This design comes from an exercise in tuning for small area on the open sky130 flow, not from production work.
The RTL was checked by simulation tests, not by an equivalence proof against the original design.
The clock port is modelled as an ideal driver, which makes a skipped or thinned clock tree look cheaper than it is; a real chip needs a root buffer or a tree.
Power is estimated from default activity; no workload was simulated.

garnet:
==> module Vending_Machine_Controller, before the edit <==
module Vending_Machine_Controller(
input clk, input reset, input  conf_switch,input i_nickel, input i_dime, input i_quarter,
input sw0, input sw1, input sw2, input sw3,
output reg  oled_Soda, output reg  oled_Chips, output reg  oled_ProteinBar,
output reg  oled_Water,output reg oled_Error,
 output [3:0] o_costMSB, output [3:0] o_costLSB,
 output [3:0] o_moneyMSB, output [3:0] o_moneyLSB,
 output reg [127:0] Page0, output reg [127:0] Page1, output reg [127:0] Page2, output reg [127:0] Page3
    );
    localparam [2:0] ZI = 3'd3,   
                     ZB = 3'd5,   
                     ZP = 3'd4,   
                     ZS = 3'd7,   
                     ZE = 3'd6,   
                     ZX = 3'd2,   
                     ZD = 3'd1,   
                     ZC = 3'd0;   
    reg [2:0] z;
    reg [3:0] r;     
    reg [4:0] md;    
    reg ovf;
    reg [4:0] cd;    
    assign o_costMSB = cd[4:1];
    assign o_costLSB = {1'b0, cd[0], 1'b0, cd[0]};
    assign o_moneyMSB = md[4:1];
    assign o_moneyLSB = {1'b0, md[0], 1'b0, md[0]};
    wire [3:0] sw = {sw3, sw2, sw1, sw0};
    wire disc = sw0 & sw2;
    wire too_much = (sw3 & (sw0 | sw1 | sw2)) | (sw1 & sw2);
    reg [4:0] c;
    always @* begin
        case (sw)
            4'b0001: c = 5'd5;
            4'b0010: c = 5'd10;
            4'b0100: c = 5'd13;
            4'b1000: c = 5'd16;
            4'b0011: c = 5'd15;
            4'b0101: c = 5'd18;
            default: c = 5'd0;
        endcase
    end
    wire [4:0] base = ovf ? 5'd19 : md;
    wire init_br = (z == ZI && ovf) || (z == ZC && !ovf);
    wire sel_br = (z == ZI && !ovf) || z == ZB || z == ZS || z == ZE || z == ZX;
    wire disp_br = z == ZP;
    wire first_chg = z == ZD;
    wire [4:0] coin = {3'b000, i_dime, i_nickel} + (i_quarter ? 5'd5 : 5'd0);
    wire [4:0] opnd = sel_br ? coin : ~cd;
    wire [5:0] sum = {1'b0, base} + {1'b0, opnd} + {5'd0, !sel_br};
    wire s_ok = sum <= 6'd19;
    wire short = (sum == 6'd0) || (sum < {1'b0, c});
    always @(posedge clk) begin
        if (reset) begin
            z <= ZI;
            ovf <= 1'b1;
            r <= 4'd0;
            md <= 5'd0;
            cd <= 5'd0;
        end else if (init_br) begin
            z <= ZI;
            ovf <= 1'b0;
            r <= 4'd0;
            md <= 5'd0;
            cd <= 5'd0;
        end else if (sel_br) begin
            r <= sw;
            if (!too_much) cd <= c;
            if (s_ok) begin
                md <= sum[4:0];
                ovf <= 1'b0;
            end else
                ovf <= 1'b1;
            if (!conf_switch) z <= ZB;
            else if (too_much) z <= ZX;
            else if (short) z <= ZE;
            else if (sw == 4'd0) z <= ZS;
            else z <= ZP;
        end else if (disp_br) begin
            r <= sw;
            if (disc) cd <= cd - 5'd2;
            z <= ZD;
        end else begin
            if (first_chg) md <= sum[4:0];
            z <= ZC;
            ovf <= |sw;
        end
    end
    localparam [127:0] T0 = "ENEB344         ",
                       T1 = "Vending Machine ",
                       T2 = "Giovanni Argueta",
                       BL = "                ",
                       M0 = "Water:SW3=0     ",
                       M1 = "Chips:SW2=0     ",
                       M2 = "PB:SW1=0DC:SW0=0",
                       BUY = "Buy: SW4=1      ",
                       SEL = "Select a prod   ",
                       ENT = "Enter more money",
                       DES = "Deselect prod(s)",
                       DSP = "....Dipensing...",
                       DIS = "Discount!20c off",
                       H0 = "Here's your     ",
                       H1 = "Change          ",
                       H2 = "Turn off all sws",
                       H3 = "to buy again    ";
    always @* begin
        oled_Water = 1'b0; oled_Chips = 1'b0; oled_ProteinBar = 1'b0; oled_Soda = 1'b0;
        oled_Error = 1'b0;
        case (z)
            ZI: begin
                Page0 = T0; Page1 = T1; Page2 = T2; Page3 = BL;
            end
            ZD: begin
                Page0 = BL; Page1 = BL; Page2 = DSP; Page3 = (r[0] & r[2]) ? DIS : BL;
                {oled_Soda, oled_ProteinBar, oled_Chips, oled_Water} = r;
            end
            ZC: begin
                Page0 = H0; Page1 = H1; Page2 = H2; Page3 = H3;
                {oled_Soda, oled_ProteinBar, oled_Chips, oled_Water} = r;
            end
            default: begin
                Page0 = M0 | {80'd0, 7'd0, r[0], 40'd0};
                Page1 = M1 | {80'd0, 7'd0, r[1], 40'd0};
                Page2 = M2 | {56'd0, 7'd0, r[2], 56'd0, 7'd0, r[3]};
                case (z)
                    ZS: Page3 = SEL;
                    ZE: Page3 = ENT;
                    ZX: Page3 = DES;
                    default: Page3 = BUY;
                endcase
                oled_Error = z == ZS || z == ZE || z == ZX;
            end
        endcase
    end
endmodule
export LEC_CHECK = 0
export CAP_MARGIN = 0
export CORE_AREA = 5 5 151 151
export DIE_AREA = 0 0 156 156
export GPL_TIMING_DRIVEN = 0
export SLEW_MARGIN = 0
create_clock -name core_clock -period 30.0 [get_ports {clk}]
standard.sh (not shown) runs the stock make flow with config.mk's settings and CLKGATE_MAP_FILE= SYNTH_SCRIPT=/design/flow/synth_recipe.tcl, a recipe that flattens the netlist after the stock synthesis.
==> flow/flow/run.sh <==
#!/bin/bash
# Layout flow: the standard flow (standard.sh) with these changes:
#  - after the standard synthesis, the combinational logic between the
#    registers is re-mapped for area (flow/resynth.tcl, trying the ABC
#    scripts in flow/abc/ and keeping the smallest); registers untouched;
#  - minimum-size port buffers;
#  - global placement not timing-driven (flow/pre_gpl.tcl removes the
#    synthesis buffers, as timing-driven placement would);
#  - the tie cells of constant outputs are paired so that no tie pin is left
#    unused (flow/ties_pair.tcl after floorplan, flow/ties_inv.tcl after
#    global placement);
#  - after global placement, the driver of a net with more than SPLIT_FANOUT
#    loads is duplicated per group of loads (flow/split_fanout.tcl);
#  - after CTS the clock tree is replaced by two buffers on the clock port,
#    each driving the registers near it (flow/clock_groups.tcl).
# Each tool's output goes to a log file of its own in this folder.
set -euo pipefail
F=$(pwd)/flow
R=$(pwd)/orfs/results/$FLOW_PLATFORM/Vending_Machine_Controller/base
LIB=$FLOW_HOME/platforms/$FLOW_PLATFORM/lib/sky130_fd_sc_hd__tt_025C_1v80.lib

bash standard.sh synth > make_synth.log 2>&1
cp $R/1_2_yosys.v std_synth.v
python3 $F/cellmodels.py $LIB cells.v > cellmodels.log 2>&1
RS_LIB=$LIB RS_CELLS=cells.v RS_IN=std_synth.v RS_TOP=$FLOW_TOP \
RS_DONT_USE="sky130_fd_sc_hd__probe_p_8 sky130_fd_sc_hd__probec_p_8 sky130_fd_sc_hd__lpflow_*" \
RS_ABC="$(ls $F/abc/*.abc | tr '\n' ' ')" RS_STAT=resynth_stat.txt RS_OUT=resynth.v \
  yosys -c $F/resynth.tcl > resynth.log 2>&1
cp resynth.v $R/1_2_yosys.v
SPLIT_FANOUT=25 CLOCK_GROUPS=2 CLOCK_PULL=0.5 CLOCK_GROUP_BUF=sky130_fd_sc_hd__clkbuf_4 bash standard.sh finish \
  "BUFFER_PORTS_ARGS=-buffer_cell sky130_fd_sc_hd__buf_1" \
  "CTS_ARGS=-sink_clustering_enable -repair_clock_nets -buf_list sky130_fd_sc_hd__clkbuf_4 -sink_clustering_size 50 -sink_clustering_max_diameter 400 -dont_use_dummy_load" \
  "PRE_GLOBAL_PLACE_TCL=$F/pre_gpl.tcl" \
  "POST_FLOORPLAN_TCL=$F/ties_pair.tcl" \
  "POST_GLOBAL_PLACE_TCL=$F/post_gpl.tcl" \
  "POST_CTS_TCL=$F/clock_groups.tcl" > make_finish.log 2>&1
Other scripts of this flow, unchanged in this note and not shown: flow/flow/abc/ds0.abc, flow/flow/abc/ds1.abc, flow/flow/abc/ds10.abc, flow/flow/abc/ds11.abc, flow/flow/abc/ds12.abc, flow/flow/abc/ds13.abc, flow/flow/abc/ds14.abc, flow/flow/abc/ds15.abc, flow/flow/abc/ds2.abc, flow/flow/abc/ds3.abc, flow/flow/abc/ds4.abc, flow/flow/abc/ds5.abc, flow/flow/abc/ds6.abc, flow/flow/abc/ds7.abc, flow/flow/abc/ds8.abc, flow/flow/abc/ds9.abc, flow/flow/cellmodels.py, flow/flow/clock_groups.tcl, flow/flow/post_gpl.tcl, flow/flow/pre_gpl.tcl, flow/flow/resynth.tcl, flow/flow/split_fanout.tcl, flow/flow/ties_inv.tcl, flow/flow/ties_pair.tcl
The flow did not stop early for garnet: all stages ran, and the layout cleared the timing, design-rule and antenna checks.
Here is what was changed in the inputs of harbor compared with garnet.
--- a/flow/design.v
+++ b/flow/design.v
@@ -46,9 +46,9 @@
     wire first_chg = z == ZD;
     wire [4:0] coin = {3'b000, i_dime, i_nickel} + (i_quarter ? 5'd5 : 5'd0);
     wire [4:0] opnd = sel_br ? coin : ~cd;
-    wire [5:0] sum = {1'b0, base} + {1'b0, opnd} + {5'd0, !sel_br};
-    wire s_ok = sum <= 6'd19;
-    wire short = (sum == 6'd0) || (sum < {1'b0, c});
+    wire [4:0] sum = base + opnd + {4'd0, !sel_br};
+    wire s_ok = !(sum[4] & (sum[3] | sum[2]));
+    wire short = (sum == 5'd0) || (sum < c);
     always @(posedge clk) begin
         if (reset) begin
             z <= ZI;
@@ -59,7 +59,7 @@
         end else if (init_br) begin
             z <= ZI;
             ovf <= 1'b0;
-            r <= 4'd0;
+            r <= sw;
             md <= 5'd0;
             cd <= 5'd0;
         end else if (sel_br) begin
@@ -77,7 +77,7 @@
             else z <= ZP;
         end else if (disp_br) begin
             r <= sw;
-            if (disc) cd <= cd - 5'd2;
+            if (disc) cd[4:1] <= {cd[4] & cd[1], cd[3] | (cd[4] & ~cd[1]), (cd[3] & cd[2] & cd[1]) | (cd[4] & ~cd[1]), ~cd[1]};
             z <= ZD;
         end else begin
             if (first_chg) md <= sum[4:0];
==> notes.md <==
- Comparing the two runs side by side, harbor comes out behind garnet on vias after detailed routing.
- Diff garnet -> harbor | synthesized area | decrease of 21 sq um
- harbor -> garnet: effective utilization at floorplan flat
- On multi-input combinational area share, the higher figure sits with garnet, not harbor.
- The number of global-route vias before repair of harbor falls short of that of garnet by 1.6%.
- Cells: harbor has more instances than garnet
- Compared garnet against harbor; latest clock arrival within the worst-skew pair within noise.
- Comparing the two runs side by side, harbor comes out ahead of garnet on worst-case headroom to the max-slew limit.
- Compared with garnet, harbor shows a net switching fraction of the power that is 0.41 points higher.
- Power: harbor draws more than garnet
- Summary of the comparison: worst-case setup margin in the final layout is lower in harbor, relative to garnet.
- Looking at source of the critical timing path, the z[1] result is from harbor; the z[2] one comes from garnet.
- garnet → harbor: finished layout cell area went down about 0.9%; synthesized instance count went up 5.
No run of this note takes its clock network from TritonCTS; it comes from the design's own scripts or RTL.

## separate check: timing with driven ports
Ports are ideal in the flow. The routed layouts listed here were re-timed in OpenROAD. Step 1 sets driving cells, clkbuf_16 on the clock port and buf_2 on the other inputs (assumed; they add their load-dependent delay and slew). Step 2 times the ports against the registers' clock, not the clock port: input delays grow and output delays shrink by t, the midpoint of the rising clock arrivals with the driver on. Slacks: ideal / step 1 / step 2; pairs: ideal / step 1.
run | shift t [ns] | slack for setup (ns) | hold slack, ns
garnet | 0.188 | 19.607 / 19.572 / 19.760 | 0.493 / 0.493 / 0.493
harbor | 0.186 | 18.509 / 18.479 / 18.666 | 0.491 / 0.491 / 0.491
After both steps setup and hold are still met in every run listed.
